This design comes from an exercise in tuning for small area and a short achievable clock period on the open sky130 flow, not from production work.
Power is estimated from default activity; no workload was simulated.

Design SCPU, start of the top module:
module SCPU(clk, rst_n, in_valid, instruction, MEM_out, busy, out_valid, out0, out1, out2, out3, out4, out5, out6, out7, out8, out9, out10, out11, out12, out13, out14, out15, WEN, ADDR, MEM_in);
==> flow/config.mk <==
export PLATFORM = sky130hd
export DESIGN_NAME = SCPU
export DESIGN_NICKNAME = SCPU
export VERILOG_FILES = /design/flow/design.v
export SDC_FILE = /design/flow/constraint.sdc
export NUM_CORES = 8
export LEC_CHECK = 0
export ABC_AREA = 1
export CAP_MARGIN = 10
export CORE_MARGIN = 2
export CORE_UTILIZATION = 40
export CTS_CLUSTER_DIAMETER = 100
export CTS_CLUSTER_SIZE = 25
export SETUP_SLACK_MARGIN = 5
export SLEW_MARGIN = 10
export SYNTH_HIERARCHICAL = 1
export SYNTH_MINIMUM_KEEP_SIZE = 0
export TNS_END_PERCENT = 20
==> flow/constraint.sdc <==
create_clock -name core_clock -period 8.0 [get_ports {clk}]
set_input_delay 1.6000 -clock core_clock [delete_from_list [all_inputs] [get_ports {clk}]]
set_output_delay 1.6000 -clock core_clock [all_outputs]
set_load 0.01 [all_outputs]
standard.sh (not shown) runs the stock make flow with config.mk's settings and CLKGATE_MAP_FILE= SYNTH_SCRIPT=/design/flow/synth_recipe.tcl, a recipe that flattens the netlist after the stock synthesis.
==> flow/flow/run.sh <==
#!/bin/bash
# The standard layout, with two changes:
# 1. The port buffers are plain buf_1 cells (the resizer may still resize
#    them) instead of the default choice.
# 2. Two passes: the first pass is the standard layout. The second pass
#    redoes the layout from detailed routing on: before it, the gates are
#    resized (sizing and pin swaps only) with the parasitics extracted from
#    the first pass's routed layout, then legalized and globally routed again
#    (flow/postroute_resize.tcl, a PRE_DETAIL_ROUTE hook).
# Each tool's output goes to a log file of its own in this folder.
set -euo pipefail
HERE=$(pwd)
PORTS="BUFFER_PORTS_ARGS=-buffer_cell sky130_fd_sc_hd__buf_1"
RES=$HERE/orfs/results/$FLOW_PLATFORM/SCPU/base

bash standard.sh "$PORTS" finish > standard_pass1.log 2>&1
mkdir -p pass1
cp $RES/6_final.spef pass1/6_final.spef
cp out/final.def pass1/final.def
rm -f out/final.def
for f in $RES/5_2_route.odb $RES/5_3_fillcell.odb $RES/5_route.odb $RES/5_route.sdc $RES/6_*; do rm -f $f; done
export POSTROUTE_SPEF=$HERE/pass1/6_final.spef
bash standard.sh "$PORTS" "PRE_DETAIL_ROUTE_TCL=$HERE/flow/postroute_resize.tcl" finish > standard_pass2.log 2>&1
==> flow/flow/postroute_resize.tcl <==
# PRE_DETAIL_ROUTE hook of the second layout pass: resize gates with the
# parasitics extracted from the first pass's routed layout (same netlist), so
# that timing repair sees real wires rather than estimates; then legalize and
# route globally again before the detailed routing.
if { [info exists ::env(POSTROUTE_SPEF)] && [file exists $::env(POSTROUTE_SPEF)] } {
  source $::env(PLATFORM_DIR)/setRC.tcl
  set_propagated_clock [all_clocks]
  estimate_parasitics -placement
  read_spef $::env(POSTROUTE_SPEF)
  puts "post-route resize: worst slack before [worst_slack -max]"
  if { [env_var_exists_and_non_empty DONT_USE_CELLS] } {
    set_dont_use $::env(DONT_USE_CELLS)
  }
  repair_timing -setup -setup_margin $::env(SETUP_SLACK_MARGIN) -sequence "sizeup,swap" \
    -match_cell_footprint -verbose
  puts "post-route resize: worst slack after [worst_slack -max]"
  set_placement_padding -global \
    -left $::env(CELL_PAD_IN_SITES_DETAIL_PLACEMENT) \
    -right $::env(CELL_PAD_IN_SITES_DETAIL_PLACEMENT)
  detailed_placement
  check_placement -verbose
  source $::env(FASTROUTE_TCL)
  global_route -congestion_report_file $::env(REPORTS_DIR)/congestion_postroute_resize.rpt \
    {*}$::env(GLOBAL_ROUTE_ARGS)
}
Then changed:
--- a/flow/design.v
+++ b/flow/design.v
@@ -94,25 +94,27 @@
 always @(posedge clk) begin
   op1 <= instruction[18:16];
   f1 <= instruction[11:0];
   A <= rdA;
   B <= rdB;
   s0_r <= s0_n; s10_r <= s10_n; s11_r <= s11_n;
   c4_r <= c4_n; c80_r <= c80_n; c81_r <= c81_n;
   ahp1_r <= ahp1_n;
 end
 assign WEN = wen_r;
 wire [4:0] hx1 = c81_r ? ahp1_r : A[12:8];
 wire [4:0] hx0 = c80_r ? ahp1_r : A[12:8];
-assign ADDR = {c4_r ? hx1 : hx0, c4_r ? s11_r : s10_r, s0_r};
+wire [8:0] ahi;
+scpu_amux u_amux(.s(c4_r), .a({hx0, s10_r}), .b({hx1, s11_r}), .y(ahi));
+assign ADDR = {ahi, s0_r};
 assign MEM_in = B;
 wire [86:0] mrow;
 wire [15:0] r1_n;
 wire r2b_n;
 wire [15:0] xi_s2_a = A;
 wire [15:0] xi_s2_b = B;
 wire [2:0] xi_s2_op = op1;
 wire [7:0] xi_s2_f = f1[7:0];
 wire [86:0] xo_s2_m;
 assign mrow = xo_s2_m;
 wire [15:0] xo_s2_r1;
 assign r1_n = xo_s2_r1;
@@ -699,34 +701,35 @@
 assign ffs22 = q26_0 ^ q26_1 ^ q26_2;
 assign ffc22 = (q26_0 & q26_1) | (q26_0 & q26_2) | (q26_1 & q26_2);
 assign ffs23 = q27_0 ^ q27_1 ^ q27_2;
 assign ffc23 = (q27_0 & q27_1) | (q27_0 & q27_2) | (q27_1 & q27_2);
 assign ffs24 = q28_0 ^ q28_1 ^ q28_2;
 assign ffc24 = (q28_0 & q28_1) | (q28_0 & q28_2) | (q28_1 & q28_2);
 assign fhs2 = q29_0 ^ q29_1;
 assign fhc2 = q29_0 & q29_1;
 wire [31:0] fs = {q31_0, q30_0, ffc24, ffc23, ffc22, ffc21, ffc20, ffc19, ffc18, ffc17, ffc16, ffc15, ffc14, ffc13, ffc12, ffc11, ffc10, ffc9, ffc8, ffc7, ffc6, ffc5, ffc4, ffc3, ffc2, ffc1, ffc0, fhc1, fhc0, q2_2, q1_0, q0_0};
 wire [31:0] fc = {1'b0, fhc2, fhs2, ffs24, ffs23, ffs22, ffs21, ffs20, ffs19, ffs18, ffs17, ffs16, ffs15, ffs14, ffs13, ffs12, ffs11, ffs10, ffs9, ffs8, ffs7, ffs6, ffs5, ffs4, ffs3, ffs2, ffs1, ffs0, fhs1, fhs0, 1'b0, q0_1};
 wire [31:0] p = fs + fc;
 wire [15:0] x1 = ld ? mo : r1;
-wire [15:0] w1 = mul ? p[31:16] : x1;
-wire [15:0] w2 = mul ? p[15:0] : {15'd0, r2b};
+wire [15:0] w1a, w2a, w1b, w2b;
+scpu_wmux u_wa(.mul(mul), .p(p), .x1(x1), .r2b(r2b), .w1(w1a), .w2(w2a));
+scpu_wmux u_wb(.mul(mul), .p(p), .x1(x1), .r2b(r2b), .w1(w1b), .w2(w2b));
 genvar g;
 for (g = 0; g < 16; g = g + 1) begin : wb
   wire s2 = we2 && d2 == g;
   wire s1 = we1 && d1 == g && !s2;
   wire h = !(s1 | s2);
   genvar k;
   for (k = 0; k < 16; k = k + 1) begin : bt
-    scpu_wbit u(.s2(s2), .w2(w2[k]), .s1(s1), .w1(w1[k]), .h(h), .q(r[16*g+k]), .d(nr[16*g+k]));
+    scpu_wbit u(.s2(s2), .w2(g < 8 ? w2a[k] : w2b[k]), .s1(s1), .w1(g < 8 ? w1a[k] : w1b[k]), .h(h), .q(r[16*g+k]), .d(nr[16*g+k]));
   end
 end
 end
 assign out_valid = ov;
 always @(posedge clk or negedge rst_n)
   if (!rst_n) begin
     ov <= 1'b0;
     out0 <= 16'd0;
     out1 <= 16'd0;
     out2 <= 16'd0;
     out3 <= 16'd0;
     out4 <= 16'd0;
@@ -752,22 +755,36 @@
     out6 <= nrf[111:96];
     out7 <= nrf[127:112];
     out8 <= nrf[143:128];
     out9 <= nrf[159:144];
     out10 <= nrf[175:160];
     out11 <= nrf[191:176];
     out12 <= nrf[207:192];
     out13 <= nrf[223:208];
     out14 <= nrf[239:224];
     out15 <= nrf[255:240];
   end
 endmodule
+module scpu_wmux(mul, p, x1, r2b, w1, w2);
+input mul, r2b;
+input [31:0] p;
+input [15:0] x1;
+output [15:0] w1, w2;
+assign w1 = mul ? p[31:16] : x1;
+assign w2 = mul ? p[15:0] : {15'd0, r2b};
+endmodule
+module scpu_amux(s, a, b, y);
+input s;
+input [8:0] a, b;
+output [8:0] y;
+assign y = s ? b : a;
+endmodule
 module scpu_dec4(a, y);
 input [3:0] a;
 output [15:0] y;
 assign y = 16'd1 << a;
 endmodule
 module scpu_wbit(s2, w2, s1, w1, h, q, d);
 input s2, w2, s1, w1, h, q;
 output d;
 assign d = (s2 & w2) | (s1 & w1) | (h & q);
 endmodule
Effect: Final area increases by a few percent. Routed wire length went up slightly. Critical path depth is unchanged. First-iteration DRC count climbs by roughly a tenth. Worst setup slack is better by 280 ps. Synthesized cell count increases slightly. Sequential power came out lower slightly. Die area rose slightly.
Function was not checked in any run of this note: the RTL went through the layout flow alone.

==> port drivers added, routing unchanged <==
In the flow no input, the clock included, has a driving cell. The finished layouts below were timed again as built, in two steps.
Step 1 sets driving cells, clkbuf_16 on the clock port and buf_2 on the other inputs (assumed; they add their load-dependent delay and slew).
Step 2 also shifts input and output timing later by t, the mid clock arrival at the registers, as if the neighbouring blocks saw the same clock.
Three values: no drivers, after step 1, after step 2; two values: the first two.
run | shift t [ns] | setup WS [ns] | clock arrival spread, ns
the first run | 0.693 | 4.571 / 4.500 / 4.275 | 0.044 / 0.044
the second run | 0.681 | 4.849 / 4.783 / 4.188 | 0.029 / 0.030
After both steps setup and hold are still met in every run listed. For the second run, which loses most, drivers alone change the setup slack by -0.066 ns; drivers and shift together by -0.661 ns.
